Background: an optimization exercise with open tools, aiming at small area. Do not read the settings as production practice. RTL that was checked went through simulation tests only; none was proved equivalent to the original. No functional check of the RTL was part of run 1. No driver is modelled on the clock port, so clocking that relies on it looks cheaper here than on a real chip. Power and IR drop assume default switching activity.

==> flow/design.v (outline; a module is shown in full before it is edited, if it fits) <==
// module SERDESDECODE_1: 24 lines
// module LYCALOBLOCK: 1077 lines
// module LYFA: 4 lines
// module LYHA: 4 lines
// module LYHO: 4 lines
// module LYAOI3: 3 lines
module LYCALOBLOCK(
    input CLK,
    input [1023:0] DATA,
    input signed [31:0] LYCALOTHR,
    input [255:0] LYCALOMASK,
    output reg LYCALOTRG,
    output reg LYCALOORTRG,
    output reg signed [(25+4)-1:0] LYCALOQSUM
    );
  // ...
==> flow/flow/run.sh <==
#!/bin/bash
# Standard ORFS layout, with single-strength port buffers, pins one track apart
# (the clock pin alone in the middle of the left edge), and a clock tree
# without dummy loads.
set -o pipefail
bash standard.sh \
  "BUFFER_PORTS_ARGS=-buffer_cell sky130_fd_sc_hd__buf_1" \
  "PRE_IO_PLACEMENT_TCL=$PWD/flow/pre_io.tcl" \
  "PLACE_PINS_ARGS=-min_distance 1 -min_distance_in_tracks -exclude left:96.5-108.5" \
  "CTS_ARGS=-sink_clustering_enable -repair_clock_nets -dont_use_dummy_load -buf_list sky130_fd_sc_hd__clkbuf_8" \
  finish > standard.log 2>&1
==> flow/flow/pre_io.tcl <==
# Put the clock pin in the middle of the left edge; the other pins keep clear of it.
place_pin -pin_name CLK -layer met3 -location {0 102.5} -pin_size {0.8 0.3} -force_to_die_boundary
==> flow/standard.sh <==
#!/bin/bash
# synth_recipe.tcl (not shown) runs the flow's synth.tcl, then flattens the netlist and writes it again
# the make line also repeats each setting of config.mk as NAME=value (left out here)
make -C /OpenROAD-flow-scripts/flow DESIGN_CONFIG=/design/flow/config.mk WORK_HOME=/design/flow/orfs CLKGATE_MAP_FILE= SYNTH_SCRIPT=/design/flow/synth_recipe.tcl "${@:-finish}"
==> flow/config.mk <==
export PLATFORM = sky130hd
export DESIGN_NAME = LYCALOBLOCK
export DESIGN_NICKNAME = LYCALOBLOCK
export VERILOG_FILES = /design/flow/design.v
export SDC_FILE = /design/flow/constraint.sdc
export NUM_CORES = 4
export LEC_CHECK = 0
export CAP_MARGIN = 20
export CORE_AREA = 2 2 203 203
export DIE_AREA = 0 0 205 205
export SLEW_MARGIN = 20
export SYNTH_HIERARCHICAL = 1
export SYNTH_MINIMUM_KEEP_SIZE = 0
==> flow/constraint.sdc <==
create_clock -name core_clock -period 4.5 [get_ports {CLK}]
set_input_delay 0.9000 -clock core_clock [delete_from_list [all_inputs] [get_ports {CLK}]]
set_output_delay 0.9000 -clock core_clock [all_outputs]
set_load 0.01 [all_outputs]
==> impl_metrics.csv, run 1 <==
group,metric,value,unit
placed_design,post-dp-hpwl,78.9,mm
clock_tree,clock_sink_count,145,
yosys,postSynth.topFlopCell,"sky130_fd_sc_hd__dfxtp_1",
finish,largest_class,"multi-input combinational cells",
drt,routedWlPerCell,35.1,µm
floorplan,core.rowCount,73,
hold_path,hold_path_depth,0,
yosys,post-synth-top-count-cell,"sky130_fd_sc_hd__fa_1",
clock_tree,cts_inserted_buffers,17,
pwr,power.group.top,"combinational logic",
timing,finalCritPeriodShare,95.9,%
yosys,synth_top_family_by_area,"adder cells",
drt,met2_wirelength,38.0,mm
pwr,power.share.combinational,60.8,%
finish,max_ffs_per_register,29,
yosys,netlist_instances,744,
drt,detailroute.via_count,12400,
placed_design,gp_congestion,1.21,
floorplan,coreArea,39800,µm²
pwr,ir_drop,0.207,mV
yosys,basic_gate_share_of_the_synthesized_area_counting_and_or_nand_and_nor_cells,2.85,%
timing,timing.final.ws_setup,0.183,ns
status,outcome,"timing/DRC/antenna clean",
global_route,grt_most_used_layer,"met2",
timing,finalSetupViolations,0,
yosys,synthDominantCellAreaShare,60.6,%
yosys,xor_and_xnor_fraction_of_the_mapped_netlist_area,0.0717,%
clock_tree,cts.clk_slew.worst_paths,0.07,ns
==> run 2: changes to the inputs <==
--- a/flow/design.v
+++ b/flow/design.v
@@ -92,29 +92,29 @@
   reg r2_5_0;
   reg r2_6_0;
   reg r2_7_0;
   reg r2_8_0;
   reg r2_9_0;
   reg r2_10_0;
   reg r2_11_0;
   reg r2_12_0;
+  reg r2_12_1;
   reg r2_13_0;
-  reg r2_13_1;
   reg r2_14_0;
   reg r2_15_0;
   reg r2_16_0;
   reg r2_17_0;
   reg r2_18_0;
   reg r2_19_0;
   reg r2_20_0;
   reg r2_21_0;
+  reg r2_21_1;
   reg r2_22_0;
   reg r2_23_0;
-  reg r2_23_1;
   reg r2_24_0;
   reg r2_25_0;
   reg r2_26_0;
   reg r2_27_0;
   reg r2_28_0;
   reg r3_0_0;
   reg r3_1_0;
   reg r3_2_0;
@@ -135,19 +135,19 @@
   reg r3_17_0;
   reg r3_18_0;
   reg r3_19_0;
   reg r3_20_0;
   reg r3_21_0;
   reg r3_22_0;
   reg r3_23_0;
   reg r3_24_0;
+  reg r3_24_1;
   reg r3_25_0;
   reg r3_26_0;
-  reg r3_26_1;
   reg r3_27_0;
   reg r3_28_0;
   wire s1, c2;
   LYFA us1 (.a(DATA[0]), .b(DATA[64]), .c(DATA[128]), .s(s1), .co(c2));
   wire s3, c4;
   LYFA us3 (.a(DATA[192]), .b(DATA[256]), .c(DATA[320]), .s(s3), .co(c4));
   wire s5, c6;
   LYFA us5 (.a(DATA[384]), .b(DATA[448]), .c(DATA[512]), .s(s5), .co(c6));
@@ -859,79 +859,81 @@
   LYFA us711 (.a(r1_8_0), .b(r1_8_1), .c(c710), .s(s711), .co(c712));
   wire s713, c714;
   LYFA us713 (.a(r1_9_0), .b(r1_9_1), .c(c712), .s(s713), .co(c714));
   wire s715, c716;
   LYFA us715 (.a(r1_10_0), .b(r1_10_1), .c(c714), .s(s715), .co(c716));
   wire s717, c718;
   LYFA us717 (.a(r1_11_0), .b(r1_11_1), .c(c716), .s(s717), .co(c718));
   wire s719, c720;
-  LYFA us719 (.a(r1_12_0), .b(r1_12_1), .c(c718), .s(s719), .co(c720));
+  LYHA us719 (.a(r1_12_0), .b(r1_12_1), .s(s719), .co(c720));
   wire s721, c722;
-  LYHA us721 (.a(r1_13_0), .b(r1_13_1), .s(s721), .co(c722));
+  LYFA us721 (.a(r1_13_0), .b(r1_13_1), .c(c720), .s(s721), .co(c722));
   wire s723, c724;
   LYFA us723 (.a(r1_14_0), .b(r1_14_1), .c(c722), .s(s723), .co(c724));
   wire s725, c726;
   LYFA us725 (.a(r1_15_0), .b(r1_15_1), .c(c724), .s(s725), .co(c726));
   wire s727, c728;
   LYFA us727 (.a(r1_16_0), .b(r1_16_1), .c(c726), .s(s727), .co(c728));
   wire s729, c730;
   LYFA us729 (.a(r1_17_0), .b(r1_17_1), .c(c728), .s(s729), .co(c730));
   wire s731, c732;
   LYFA us731 (.a(r1_18_0), .b(r1_18_1), .c(c730), .s(s731), .co(c732));
   wire s733, c734;
   LYFA us733 (.a(r1_19_0), .b(r1_19_1), .c(c732), .s(s733), .co(c734));
   wire s735, c736;
   LYFA us735 (.a(r1_20_0), .b(r1_20_1), .c(c734), .s(s735), .co(c736));
   wire s737, c738;
-  LYFA us737 (.a(r1_21_0), .b(r1_21_1), .c(c736), .s(s737), .co(c738));
+  LYHA us737 (.a(r1_21_0), .b(r1_21_1), .s(s737), .co(c738));
   wire s739, c740;
   LYFA us739 (.a(r1_22_0), .b(r1_22_1), .c(c738), .s(s739), .co(c740));
   wire s741, c742;
-  LYHA us741 (.a(r1_23_0), .b(r1_23_1), .s(s741), .co(c742));
+  LYFA us741 (.a(r1_23_0), .b(r1_23_1), .c(c740), .s(s741), .co(c742));
   wire s743, c744;
   LYFA us743 (.a(r1_24_0), .b(~r1_24_1), .c(c742), .s(s743), .co(c744));
   wire s745, c746;
   LYFA us745 (.a(~r1_25_0), .b(r1_25_1), .c(c744), .s(s745), .co(c746));
   wire s747, c748;
   LYFA us747 (.a(r1_26_0), .b(r1_26_1), .c(c746), .s(s747), .co(c748));
   wire s749, c750;
   LYFA us749 (.a(~r1_27_0), .b(r1_27_1), .c(c748), .s(s749), .co(c750));
   wire s751, c752;
-  LYHA us751 (.a(r2_13_0), .b(r2_13_1), .s(s751), .co(c752));
+  LYHA us751 (.a(r2_12_0), .b(r2_12_1), .s(s751), .co(c752));
   wire s753, c754;
-  LYHA us753 (.a(r2_14_0), .b(c752), .s(s753), .co(c754));
+  LYHA us753 (.a(r2_13_0), .b(c752), .s(s753), .co(c754));
   wire s755, c756;
-  LYHA us755 (.a(r2_15_0), .b(c754), .s(s755), .co(c756));
+  LYHA us755 (.a(r2_14_0), .b(c754), .s(s755), .co(c756));
   wire s757, c758;
-  LYHA us757 (.a(r2_16_0), .b(c756), .s(s757), .co(c758));
+  LYHA us757 (.a(r2_15_0), .b(c756), .s(s757), .co(c758));
   wire s759, c760;
-  LYHA us759 (.a(r2_17_0), .b(c758), .s(s759), .co(c760));
+  LYHA us759 (.a(r2_16_0), .b(c758), .s(s759), .co(c760));
   wire s761, c762;
-  LYHA us761 (.a(r2_18_0), .b(c760), .s(s761), .co(c762));
+  LYHA us761 (.a(r2_17_0), .b(c760), .s(s761), .co(c762));
   wire s763, c764;
-  LYHA us763 (.a(r2_19_0), .b(c762), .s(s763), .co(c764));
+  LYHA us763 (.a(r2_18_0), .b(c762), .s(s763), .co(c764));
   wire s765, c766;
-  LYHA us765 (.a(r2_20_0), .b(c764), .s(s765), .co(c766));
+  LYHA us765 (.a(r2_19_0), .b(c764), .s(s765), .co(c766));
   wire s767, c768;
-  LYHA us767 (.a(r2_21_0), .b(c766), .s(s767), .co(c768));
+  LYHA us767 (.a(r2_20_0), .b(c766), .s(s767), .co(c768));
   wire s769, c770;
-  LYHA us769 (.a(r2_22_0), .b(c768), .s(s769), .co(c770));
+  LYFA us769 (.a(r2_21_0), .b(r2_21_1), .c(c768), .s(s769), .co(c770));
   wire s771, c772;
-  LYFA us771 (.a(r2_23_0), .b(r2_23_1), .c(c770), .s(s771), .co(c772));
+  LYHA us771 (.a(r2_22_0), .b(c770), .s(s771), .co(c772));
   wire s773, c774;
-  LYHA us773 (.a(r2_24_0), .b(c772), .s(s773), .co(c774));
+  LYHA us773 (.a(r2_23_0), .b(c772), .s(s773), .co(c774));
   wire s775, c776;
-  LYHA us775 (.a(r2_25_0), .b(c774), .s(s775), .co(c776));
+  LYHA us775 (.a(r3_24_0), .b(r3_24_1), .s(s775), .co(c776));
   wire s777, c778;
-  LYHA us777 (.a(r3_26_0), .b(r3_26_1), .s(s777), .co(c778));
+  LYHA us777 (.a(r3_25_0), .b(c776), .s(s777), .co(c778));
   wire s779, c780;
-  LYHA us779 (.a(r3_27_0), .b(c778), .s(s779), .co(c780));
-  wire x781;
-  assign x781 = r3_28_0 ^ c780;
+  LYHA us779 (.a(r3_26_0), .b(c778), .s(s779), .co(c780));
+  wire s781, c782;
+  LYHA us781 (.a(r3_27_0), .b(c780), .s(s781), .co(c782));
+  wire x783;
+  assign x783 = r3_28_0 ^ c782;
   wire [255:0] DISCR;
   genvar g;
   generate
     for (g = 0; g < 16; g = g + 1) begin : discr
       assign DISCR[16*g +: 16] = DATA[64*g+29 +: 16];
     end
   endgenerate
   wire [85:0] ORN;
@@ -1013,29 +1015,29 @@
     r2_5_0 <= s705;
     r2_6_0 <= s707;
     r2_7_0 <= s709;
     r2_8_0 <= s711;
     r2_9_0 <= s713;
     r2_10_0 <= s715;
     r2_11_0 <= s717;
     r2_12_0 <= s719;
+    r2_12_1 <= c718;
     r2_13_0 <= s721;
-    r2_13_1 <= c720;
     r2_14_0 <= s723;
     r2_15_0 <= s725;
     r2_16_0 <= s727;
     r2_17_0 <= s729;
     r2_18_0 <= s731;
     r2_19_0 <= s733;
     r2_20_0 <= s735;
     r2_21_0 <= s737;
+    r2_21_1 <= c736;
     r2_22_0 <= s739;
     r2_23_0 <= s741;
-    r2_23_1 <= c740;
     r2_24_0 <= s743;
     r2_25_0 <= s745;
     r2_26_0 <= s747;
     r2_27_0 <= s749;
     r2_28_0 <= c750;
     r3_0_0 <= r2_0_0;
     r3_1_0 <= r2_1_0;
     r3_2_0 <= r2_2_0;
@@ -1043,32 +1045,32 @@
     r3_4_0 <= r2_4_0;
     r3_5_0 <= r2_5_0;
     r3_6_0 <= r2_6_0;
     r3_7_0 <= r2_7_0;
     r3_8_0 <= r2_8_0;
     r3_9_0 <= r2_9_0;
     r3_10_0 <= r2_10_0;
     r3_11_0 <= r2_11_0;
-    r3_12_0 <= r2_12_0;
-    r3_13_0 <= s751;
-    r3_14_0 <= s753;
-    r3_15_0 <= s755;
-    r3_16_0 <= s757;
-    r3_17_0 <= s759;
-    r3_18_0 <= s761;
-    r3_19_0 <= s763;
-    r3_20_0 <= s765;
-    r3_21_0 <= s767;
-    r3_22_0 <= s769;
-    r3_23_0 <= s771;
-    r3_24_0 <= s773;
-    r3_25_0 <= s775;
+    r3_12_0 <= s751;
+    r3_13_0 <= s753;
+    r3_14_0 <= s755;
+    r3_15_0 <= s757;
+    r3_16_0 <= s759;
+    r3_17_0 <= s761;
+    r3_18_0 <= s763;
+    r3_19_0 <= s765;
+    r3_20_0 <= s767;
+    r3_21_0 <= s769;
+    r3_22_0 <= s771;
+    r3_23_0 <= s773;
+    r3_24_0 <= r2_24_0;
+    r3_24_1 <= c774;
+    r3_25_0 <= r2_25_0;
     r3_26_0 <= r2_26_0;
-    r3_26_1 <= c776;
     r3_27_0 <= r2_27_0;
     r3_28_0 <= r2_28_0;
     LYCALOQSUM[0] <= r3_0_0;
     LYCALOQSUM[1] <= r3_1_0;
     LYCALOQSUM[2] <= r3_2_0;
     LYCALOQSUM[3] <= r3_3_0;
     LYCALOQSUM[4] <= r3_4_0;
     LYCALOQSUM[5] <= r3_5_0;
@@ -1085,21 +1087,21 @@
     LYCALOQSUM[16] <= r3_16_0;
     LYCALOQSUM[17] <= r3_17_0;
     LYCALOQSUM[18] <= r3_18_0;
     LYCALOQSUM[19] <= r3_19_0;
     LYCALOQSUM[20] <= r3_20_0;
     LYCALOQSUM[21] <= r3_21_0;
     LYCALOQSUM[22] <= r3_22_0;
     LYCALOQSUM[23] <= r3_23_0;
-    LYCALOQSUM[24] <= r3_24_0;
-    LYCALOQSUM[25] <= r3_25_0;
-    LYCALOQSUM[26] <= s777;
-    LYCALOQSUM[27] <= s779;
-    LYCALOQSUM[28] <= ~x781;
+    LYCALOQSUM[24] <= s775;
+    LYCALOQSUM[25] <= s777;
+    LYCALOQSUM[26] <= s779;
+    LYCALOQSUM[27] <= s781;
+    LYCALOQSUM[28] <= ~x783;
     LYCALOTRG <= CC[32];
     LYCALOORTRG <= ~&ORN;
   end
 endmodule
 module LYFA(input a, input b, input c, output s, output co);
   assign s = a ^ b ^ c;
   assign co = (a & b) | (a & c) | (b & c);
 endmodule
==> flow/flow/run.sh (replaced) <==
#!/bin/bash
# Standard ORFS layout, with single-strength port buffers, pins one track apart
# (the clock pin alone in the middle of the left edge), a clock tree without
# dummy loads, and clock buffers downsized where the clock slew allows.
set -o pipefail
bash standard.sh \
  "BUFFER_PORTS_ARGS=-buffer_cell sky130_fd_sc_hd__buf_1" \
  "PRE_IO_PLACEMENT_TCL=$PWD/flow/pre_io.tcl" \
  "PLACE_PINS_ARGS=-min_distance 1 -min_distance_in_tracks -exclude left:96.5-108.5" \
  "CTS_ARGS=-sink_clustering_enable -repair_clock_nets -dont_use_dummy_load -buf_list sky130_fd_sc_hd__clkbuf_8" \
  "POST_CTS_TCL=$PWD/flow/post_cts.tcl" \
  finish > standard.log 2>&1
==> flow/flow/post_cts.tcl (new file) <==
# Downsize clock buffers whose flip-flops keep a clock slew below 110 ps with
# the smaller buffer.
proc lyc_worst_sink_slew {inst} {
  set worst 0
  set out [get_nets -of_objects [get_pins -of_objects $inst -filter "direction==output"]]
  foreach p [get_pins -of_objects $out -filter "direction==input"] {
    set s [get_property $p slew_max]
    if {$s > $worst} { set worst $s }
  }
  return $worst
}
estimate_parasitics -placement
set lyc_n 0
foreach inst [get_cells -filter "ref_name == sky130_fd_sc_hd__clkbuf_8"] {
  replace_cell $inst sky130_fd_sc_hd__clkbuf_4
  estimate_parasitics -placement
  if {[lyc_worst_sink_slew $inst] > 0.110} {
    replace_cell $inst sky130_fd_sc_hd__clkbuf_8
    estimate_parasitics -placement
  } else {
    incr lyc_n
  }
}
puts "post_cts: downsized $lyc_n clock buffers"
detailed_placement
check_placement -verbose
estimate_parasitics -placement
==> impl_metrics.csv, run 2 <==
group,metric,value,unit
yosys,yosysSeqAreaShare,23.7,%
placed_design,gp_congestion,1.11,
global_route,grt.overflow.total,3,
yosys,postSynthNetCount,2449,
floorplan,die_boundary_width,205,µm
yosys,synthDominantCellAreaShare,60.6,%
status,outcome.stop_stage,"5_1_grt",
yosys,post-synth-top-count-cell,"sky130_fd_sc_hd__fa_1",
global_route,grt_max_degree,17,
yosys,synth_edf_count,0,
yosys,synth-async-reset-ratio,0,%
floorplan,start_util,30.7,%
floorplan,boundaryPins,1343,
floorplan,die_height,205,µm
status,outcome,"aborted with a tool error",
yosys,synthesis.area_per_instance,16.4,µm²
yosys,synth.area.top_cells,"sky130_fd_sc_hd__fa_1 61%, sky130_fd_sc_hd__dfxtp_1 24%, sky130_fd_sc_hd__a222oi_1 7.0%",
yosys,post_synth_num_cell_types,31,
placed_design,placedInstanceArea,16600,µm²
global_route,first_global_vias,14000,
yosys,ys_warn_count,7,
yosys,ys_top_cells_by_count,"370 x sky130_fd_sc_hd__fa_1, 145 x sky130_fd_sc_hd__dfxtp_1, 85 x sky130_fd_sc_hd__a222oi_1",
yosys,syn-cell-area,12200,µm²
yosys,postSynth.topFlopCell,"sky130_fd_sc_hd__dfxtp_1",
yosys,postSynthRegisterBits,145,
status,toolErrorMsg,"[ERROR GRT-0116] Global routing finished with congestion. Check the congestion regions in the DRC Viewer.",
clock_tree,clock_sink_count,145,
global_route,globalRouteTotalUtil,41.2,%
placed_design,post-dp-hpwl,82.6,mm
floorplan,core.rowCount,73,
yosys,netlist_instances,745,
global_route,global_route_wire_length_before_repair,111,mm
yosys,yosysTopAreaCell,"sky130_fd_sc_hd__fa_1",
placed_design,placement.io_buffers,975,
-- run 2: changes by cell type after synthesis, sizes merged --
cell | previous run | this run
ha | 20 | 21
-- run 2: layer usage --
layer / overflow / GRT usage [%]
met1: 0 / 35.8
met2: 3 / 64.4
met3: 0 / 22.5
met4: 0 / 43.5
met5: 0 / 5.36
-- run 2: worst max-delay path by stage --
stage                     startpoint               to  cells after the start
after floorplan             DATA[22]  r1_25_1$_DFF_P_                      7
after global placement      DATA[22]  r1_25_1$_DFF_P_                      8
after detailed placement   DATA[405]  r1_25_1$_DFF_P_                      8
-- run 2: metrics by stage --
step                      hold WS [ns]  setup WS [ns]  std cells
after detailed placement         0.312          0.113       2248
after global placement           0.311          0.115       2248
after floorplan                  0.310          0.413        745
-- run 2: power groups by stage --
stage / clock, mW / sequential (mW) / combinational (mW)
floorplan: 0 / 2.48 / 3.02
global placement: 0 / 2.62 / 5.14
detailed placement: 0 / 2.64 / 5.23
-- run 2: cells by family after synthesis --
group           synth area share (%)
xor+xnor                      0.0717
compound gates                  9.00
fa+ha+maj                       63.4
flops                           23.7
simple gates                    2.85
buf+inv                        0.952
-- run 2: modules after synthesis, one instance, submodules excluded --
module,area (µm²),flops+latches,copies in the design
LYHA,12.5,0,21
LYAOI3,10.0,0,85
LYCALOBLOCK,3700,145,1
LYFA,20.0,0,370

## port drivers added, routing unchanged
The results above use ideal ports. As a check the final layout listed here was re-extracted and re-timed, cells and wires unchanged. Step 1, drivers: a clkbuf_16 drives CLK and a buf_2 each remaining input, both assumed. Step 2 moves the port delays by t, midway between the first and last clock arrival at a register: inputs arrive t later, outputs are due t later. That takes back most of the time a late clock gives input paths. a / b / c = ideal / step 1 / step 2; a / b = the first two.
run: run 1
t (ns): 0.467
setup WS [ns]: 0.183 / 0.183 / 0.119
hold slack, ns: 0.306 / 0.306 / 0.306
After both steps run 1 still meets setup and hold. The setup slack of run 1 moves by 0.000 ns with the drivers and by -0.064 ns with both steps.
